From an optimization exercise on the open Yosys and OpenROAD flow, aimed at small area, a short achievable clock period and few clock cycles per item; shortcuts taken in it are not production practice. At most, simulation tests tie the RTL to the original design; equivalence was not proved. Power is estimated from default activity; no workload was simulated.

== south ==
==> flow/design.v <==
module division_float_32(clock, start, operand1, operand2, result, finish, illegal);
	input clock;
	input start;
	input [31:0] operand1, operand2;
	output [31:0] result;
	output finish;
	output illegal;
	wire [23:0] m1 = {1'b1, operand1[22:0]};
	wire [23:0] m2 = {1'b1, operand2[22:0]};
	wire        big = ge23(operand1[22:0], operand2[22:0]);    
	wire [9:0]  u   = {2'b0, operand1[30:23]} + {2'b0, ~operand2[30:23]} + 10'd128;
	wire        unf = (u[9:8] == 2'b00);
	wire [7:0]  ex1 = u[7:0];
	wire [7:0]  ex0 = u[7:0] - 8'd1;
	reg  [7:0]  exp_r;
	reg         zero_r, sign_r;
	reg  [22:0] d;       
	always @(posedge clock) begin
		d <= operand2[22:0];
		exp_r  <= (unf || operand1 == 32'd0) ? 8'd0 :
		          big ? ex1 : ex0;
		zero_r <= (operand1 == 32'd0);
		sign_r <= (operand1[31] ^ operand2[31]) & (operand1 != 32'd0);
	end
	function automatic ge23(input [22:0] a, input [22:0] bb);
		reg [22:0] g, p;
		reg [22:0] G1, P1;
		reg [22:0] G2, P2;
		reg [22:0] G3, P3;
		reg [22:0] G4, P4;
		reg [22:0] G5, P5;
		begin
			g = a & ~bb; p = a | ~bb;
			g[0] = g[0] | p[0];
			G1 = g; P1 = p;
			G1[1] = g[1] | (p[1] & g[0]); P1[1] = p[1] & p[0];
			G1[3] = g[3] | (p[3] & g[2]); P1[3] = p[3] & p[2];
			G1[5] = g[5] | (p[5] & g[4]); P1[5] = p[5] & p[4];
			G1[7] = g[7] | (p[7] & g[6]); P1[7] = p[7] & p[6];
			G1[9] = g[9] | (p[9] & g[8]); P1[9] = p[9] & p[8];
			G1[11] = g[11] | (p[11] & g[10]); P1[11] = p[11] & p[10];
			G1[13] = g[13] | (p[13] & g[12]); P1[13] = p[13] & p[12];
			G1[15] = g[15] | (p[15] & g[14]); P1[15] = p[15] & p[14];
			G1[17] = g[17] | (p[17] & g[16]); P1[17] = p[17] & p[16];
			G1[19] = g[19] | (p[19] & g[18]); P1[19] = p[19] & p[18];
			G1[21] = g[21] | (p[21] & g[20]); P1[21] = p[21] & p[20];
			G2 = G1; P2 = P1;
			G2[2] = G1[2] | (P1[2] & G1[1]); P2[2] = P1[2] & P1[1];
			G2[3] = G1[3] | (P1[3] & G1[1]); P2[3] = P1[3] & P1[1];
			G2[6] = G1[6] | (P1[6] & G1[5]); P2[6] = P1[6] & P1[5];
			G2[7] = G1[7] | (P1[7] & G1[5]); P2[7] = P1[7] & P1[5];
			G2[10] = G1[10] | (P1[10] & G1[9]); P2[10] = P1[10] & P1[9];
			G2[11] = G1[11] | (P1[11] & G1[9]); P2[11] = P1[11] & P1[9];
			G2[14] = G1[14] | (P1[14] & G1[13]); P2[14] = P1[14] & P1[13];
			G2[15] = G1[15] | (P1[15] & G1[13]); P2[15] = P1[15] & P1[13];
			G2[18] = G1[18] | (P1[18] & G1[17]); P2[18] = P1[18] & P1[17];
			G2[19] = G1[19] | (P1[19] & G1[17]); P2[19] = P1[19] & P1[17];
			G2[22] = G1[22] | (P1[22] & G1[21]); P2[22] = P1[22] & P1[21];
			G3 = G2; P3 = P2;
			G3[4] = G2[4] | (P2[4] & G2[3]); P3[4] = P2[4] & P2[3];
			G3[5] = G2[5] | (P2[5] & G2[3]); P3[5] = P2[5] & P2[3];
			G3[6] = G2[6] | (P2[6] & G2[3]); P3[6] = P2[6] & P2[3];
			G3[7] = G2[7] | (P2[7] & G2[3]); P3[7] = P2[7] & P2[3];
			G3[12] = G2[12] | (P2[12] & G2[11]); P3[12] = P2[12] & P2[11];
			G3[13] = G2[13] | (P2[13] & G2[11]); P3[13] = P2[13] & P2[11];
			G3[14] = G2[14] | (P2[14] & G2[11]); P3[14] = P2[14] & P2[11];
			G3[15] = G2[15] | (P2[15] & G2[11]); P3[15] = P2[15] & P2[11];
			G3[20] = G2[20] | (P2[20] & G2[19]); P3[20] = P2[20] & P2[19];
			G3[21] = G2[21] | (P2[21] & G2[19]); P3[21] = P2[21] & P2[19];
			G3[22] = G2[22] | (P2[22] & G2[19]); P3[22] = P2[22] & P2[19];
			G4 = G3; P4 = P3;
			G4[8] = G3[8] | (P3[8] & G3[7]); P4[8] = P3[8] & P3[7];
			G4[9] = G3[9] | (P3[9] & G3[7]); P4[9] = P3[9] & P3[7];
			G4[10] = G3[10] | (P3[10] & G3[7]); P4[10] = P3[10] & P3[7];
			G4[11] = G3[11] | (P3[11] & G3[7]); P4[11] = P3[11] & P3[7];
			G4[12] = G3[12] | (P3[12] & G3[7]); P4[12] = P3[12] & P3[7];
			G4[13] = G3[13] | (P3[13] & G3[7]); P4[13] = P3[13] & P3[7];
			G4[14] = G3[14] | (P3[14] & G3[7]); P4[14] = P3[14] & P3[7];
			G4[15] = G3[15] | (P3[15] & G3[7]); P4[15] = P3[15] & P3[7];
			G5 = G4; P5 = P4;
			G5[16] = G4[16] | (P4[16] & G4[15]); P5[16] = P4[16] & P4[15];
			G5[17] = G4[17] | (P4[17] & G4[15]); P5[17] = P4[17] & P4[15];
			G5[18] = G4[18] | (P4[18] & G4[15]); P5[18] = P4[18] & P4[15];
			G5[19] = G4[19] | (P4[19] & G4[15]); P5[19] = P4[19] & P4[15];
			G5[20] = G4[20] | (P4[20] & G4[15]); P5[20] = P4[20] & P4[15];
			G5[21] = G4[21] | (P4[21] & G4[15]); P5[21] = P4[21] & P4[15];
			G5[22] = G4[22] | (P4[22] & G4[15]); P5[22] = P4[22] & P4[15];
			ge23 = G5[22];
		end
	endfunction
	function automatic [25:0] step(input [24:0] r, input [22:0] dd, input inj);
		reg [24:0] b, g, p;
		reg [24:0] G1, P1;
		reg [24:0] G2, P2;
		reg [24:0] G3, P3;
		reg [24:0] G4, P4;
		reg [24:0] G5, P5;
		reg [24:0] G6, P6;
		reg [24:0] G7, P7;
		reg [24:0] G8, P8;
		reg [25:0] c;
		reg [23:0] diff;
		begin
			b = {1'b1, 1'b0, ~dd};
			g = r & b;
			p = r | b;
			g[0] = g[0] | p[0];   
			G1 = g; P1 = p;
			G1[1] = g[1] | (p[1] & g[0]); P1[1] = p[1] & p[0];
			G1[3] = g[3] | (p[3] & g[2]); P1[3] = p[3] & p[2];
			G1[5] = g[5] | (p[5] & g[4]); P1[5] = p[5] & p[4];
			G1[7] = g[7] | (p[7] & g[6]); P1[7] = p[7] & p[6];
			G1[9] = g[9] | (p[9] & g[8]); P1[9] = p[9] & p[8];
			G1[11] = g[11] | (p[11] & g[10]); P1[11] = p[11] & p[10];
			G1[13] = g[13] | (p[13] & g[12]); P1[13] = p[13] & p[12];
			G1[15] = g[15] | (p[15] & g[14]); P1[15] = p[15] & p[14];
			G1[17] = g[17] | (p[17] & g[16]); P1[17] = p[17] & p[16];
			G1[19] = g[19] | (p[19] & g[18]); P1[19] = p[19] & p[18];
			G1[21] = g[21] | (p[21] & g[20]); P1[21] = p[21] & p[20];
			G1[23] = g[23] | (p[23] & g[22]); P1[23] = p[23] & p[22];
			G2 = G1; P2 = P1;
			G2[3] = G1[3] | (P1[3] & G1[1]); P2[3] = P1[3] & P1[1];
			G2[7] = G1[7] | (P1[7] & G1[5]); P2[7] = P1[7] & P1[5];
			G2[11] = G1[11] | (P1[11] & G1[9]); P2[11] = P1[11] & P1[9];
			G2[15] = G1[15] | (P1[15] & G1[13]); P2[15] = P1[15] & P1[13];
			G2[19] = G1[19] | (P1[19] & G1[17]); P2[19] = P1[19] & P1[17];
			G2[23] = G1[23] | (P1[23] & G1[21]); P2[23] = P1[23] & P1[21];
			G3 = G2; P3 = P2;
			G3[7] = G2[7] | (P2[7] & G2[3]); P3[7] = P2[7] & P2[3];
			G3[15] = G2[15] | (P2[15] & G2[11]); P3[15] = P2[15] & P2[11];
			G3[23] = G2[23] | (P2[23] & G2[19]); P3[23] = P2[23] & P2[19];
			G4 = G3; P4 = P3;
			G4[15] = G3[15] | (P3[15] & G3[7]); P4[15] = P3[15] & P3[7];
			G5 = G4; P5 = P4;
			G5[23] = G4[23] | (P4[23] & G4[15]); P5[23] = P4[23] & P4[15];
			G6 = G5; P6 = P5;
			G6[11] = G5[11] | (P5[11] & G5[7]); P6[11] = P5[11] & P5[7];
			G6[19] = G5[19] | (P5[19] & G5[15]); P6[19] = P5[19] & P5[15];
			G7 = G6; P7 = P6;
			G7[5] = G6[5] | (P6[5] & G6[3]); P7[5] = P6[5] & P6[3];
			G7[9] = G6[9] | (P6[9] & G6[7]); P7[9] = P6[9] & P6[7];
			G7[13] = G6[13] | (P6[13] & G6[11]); P7[13] = P6[13] & P6[11];
			G7[17] = G6[17] | (P6[17] & G6[15]); P7[17] = P6[17] & P6[15];
			G7[21] = G6[21] | (P6[21] & G6[19]); P7[21] = P6[21] & P6[19];
			G8 = G7; P8 = P7;
			G8[2] = G7[2] | (P7[2] & G7[1]); P8[2] = P7[2] & P7[1];
			G8[4] = G7[4] | (P7[4] & G7[3]); P8[4] = P7[4] & P7[3];
			G8[6] = G7[6] | (P7[6] & G7[5]); P8[6] = P7[6] & P7[5];
			G8[8] = G7[8] | (P7[8] & G7[7]); P8[8] = P7[8] & P7[7];
			G8[10] = G7[10] | (P7[10] & G7[9]); P8[10] = P7[10] & P7[9];
			G8[12] = G7[12] | (P7[12] & G7[11]); P8[12] = P7[12] & P7[11];
			G8[14] = G7[14] | (P7[14] & G7[13]); P8[14] = P7[14] & P7[13];
			G8[16] = G7[16] | (P7[16] & G7[15]); P8[16] = P7[16] & P7[15];
			G8[18] = G7[18] | (P7[18] & G7[17]); P8[18] = P7[18] & P7[17];
			G8[20] = G7[20] | (P7[20] & G7[19]); P8[20] = P7[20] & P7[19];
			G8[22] = G7[22] | (P7[22] & G7[21]); P8[22] = P7[22] & P7[21];
			G8[24] = G7[24] | (P7[24] & G7[23]); P8[24] = P7[24] & P7[23];
			c = {G8, 1'b1};
			diff = r[23:0] ^ ({24{c[25]}} & (b[23:0] ^ c[23:0]));
			step = {c[25], diff, inj};
		end
	endfunction
	reg  [24:0] r;       
	reg  [22:0] L;       
	reg  [3:0]  cnt;
	wire done = (cnt == 4'd12);
	wire [25:0] s0 = step(r, d, L[22]);
	wire [25:0] s1 = step(s0[24:0], d, L[21]);
	always @(posedge clock) begin
		if (start)
			r <= big ? {1'b0, m1} : {m1, 1'b0};
		else
			r <= s1[24:0];
		if (start) begin
			L   <= big ? {1'b0, m2[23:2]} : m2[23:1];
			cnt <= 4'd0;
		end else if (!done) begin
			L   <= {L[20:0], s0[25], s1[25]};
			cnt <= cnt + 4'd1;
		end
	end
	assign result = {sign_r, exp_r, L & {23{~zero_r}}};
	assign finish = done;
	assign illegal = (operand2 == 32'd0);
endmodule
clock: 5.5 ns
lec_check: 0
abc_area: 1
cap_margin: 20
core_margin: 2
core_utilization: 65
setup_slack_margin: 1.9
slew_margin: 20
standard.sh (not shown) runs the stock make flow with config.mk's settings and CLKGATE_MAP_FILE= SYNTH_SCRIPT=/design/flow/synth_recipe.tcl, a recipe that flattens the netlist after the stock synthesis.
==> flow/flow/run.sh <==
#!/bin/bash
# The standard layout (standard.sh: the standard synthesis and ORFS flow),
# with plain buffers (sky130_fd_sc_hd__buf_1) on the ports instead of the
# default delay-cell buffers. make's full output goes to standard_flow.log;
# ORFS keeps each step's own log under orfs/logs/.
set -euo pipefail
bash standard.sh BUFFER_PORTS_ARGS="-buffer_cell sky130_fd_sc_hd__buf_1" finish > standard_flow.log 2>&1
south has completed all stages; timing, DRC and antenna checks passed.
Testbench counts of south, summed over its fixed seeds: cycles 26,624, items 2,048.
Relative to south, the following input files were edited for north:
--- a/flow/design.v
+++ b/flow/design.v
@@ -172,14 +172,14 @@
 		else
 			r <= s1[24:0];
 		if (start) begin
 			L   <= big ? {1'b0, m2[23:2]} : m2[23:1];
 			cnt <= 4'd0;
 		end else if (!done) begin
-			L   <= {L[20:0], s0[25], s1[25]};
+			L   <= {L[20:0], s0[25] & ~zero_r, s1[25] & ~zero_r};
 			cnt <= cnt + 4'd1;
 		end
 	end
-	assign result = {sign_r, exp_r, L & {23{~zero_r}}};
+	assign result = {sign_r, exp_r, L};
 	assign finish = done;
 	assign illegal = (operand2 == 32'd0);
 endmodule
## What came out
Looking only at power dissipated in sequential cells, and setting everything else aside, the higher value of south and north goes to north. Comparing south and north, netlist area before placement is higher on south. Diff south and north: overall power after layout higher in north. Compared to south, north leaves less free space in the core. north: layout net count lower than south. Compare south and north | routed wire length higher: north. The classification of the worst setup path comes out input pin to register in one run and register to register in the other, namely in north and south respectively. From south to north the numbers moved as follows: clock buffer count in the final layout lower; via count of the first global-routing pass comparable; final critical path time including I/O delays and setup moved up.
Only the layout flow was run in north; the RTL was not checked for function there.

-- what the ideal ports hide --
How much do the figures lean on ideal ports? The routed layouts below were timed once more, with nothing changed but the port constraints.
Step 1: set_driving_cell puts a clkbuf_16 on clock and a buf_2 on each other input, an assumption about the parent block.
Step 2 adds t to the input delays and takes it off the output delays; t is the mean of the earliest and latest rising clock arrival at the registers after step 1. Input paths then give back, and output paths get back, about the clock's delay inside the block.
Slacks: ideal ports / drivers / drivers and shift; pairs: ideal ports / drivers.
run	shift t [ns]	slack for setup (ns)	hold slack, ns	cell pins on the clock port's net
south	0.411	2.124 / 2.105 / 1.737	0.476 / 0.476 / 0.476	1
north	0.403	2.016 / 2.030 / 1.626	0.488 / 0.488 / 0.488	1
After both steps every run listed still meets setup and hold. For north, which loses most, drivers alone change the setup slack by +0.014 ns; drivers and shift together by -0.390 ns.
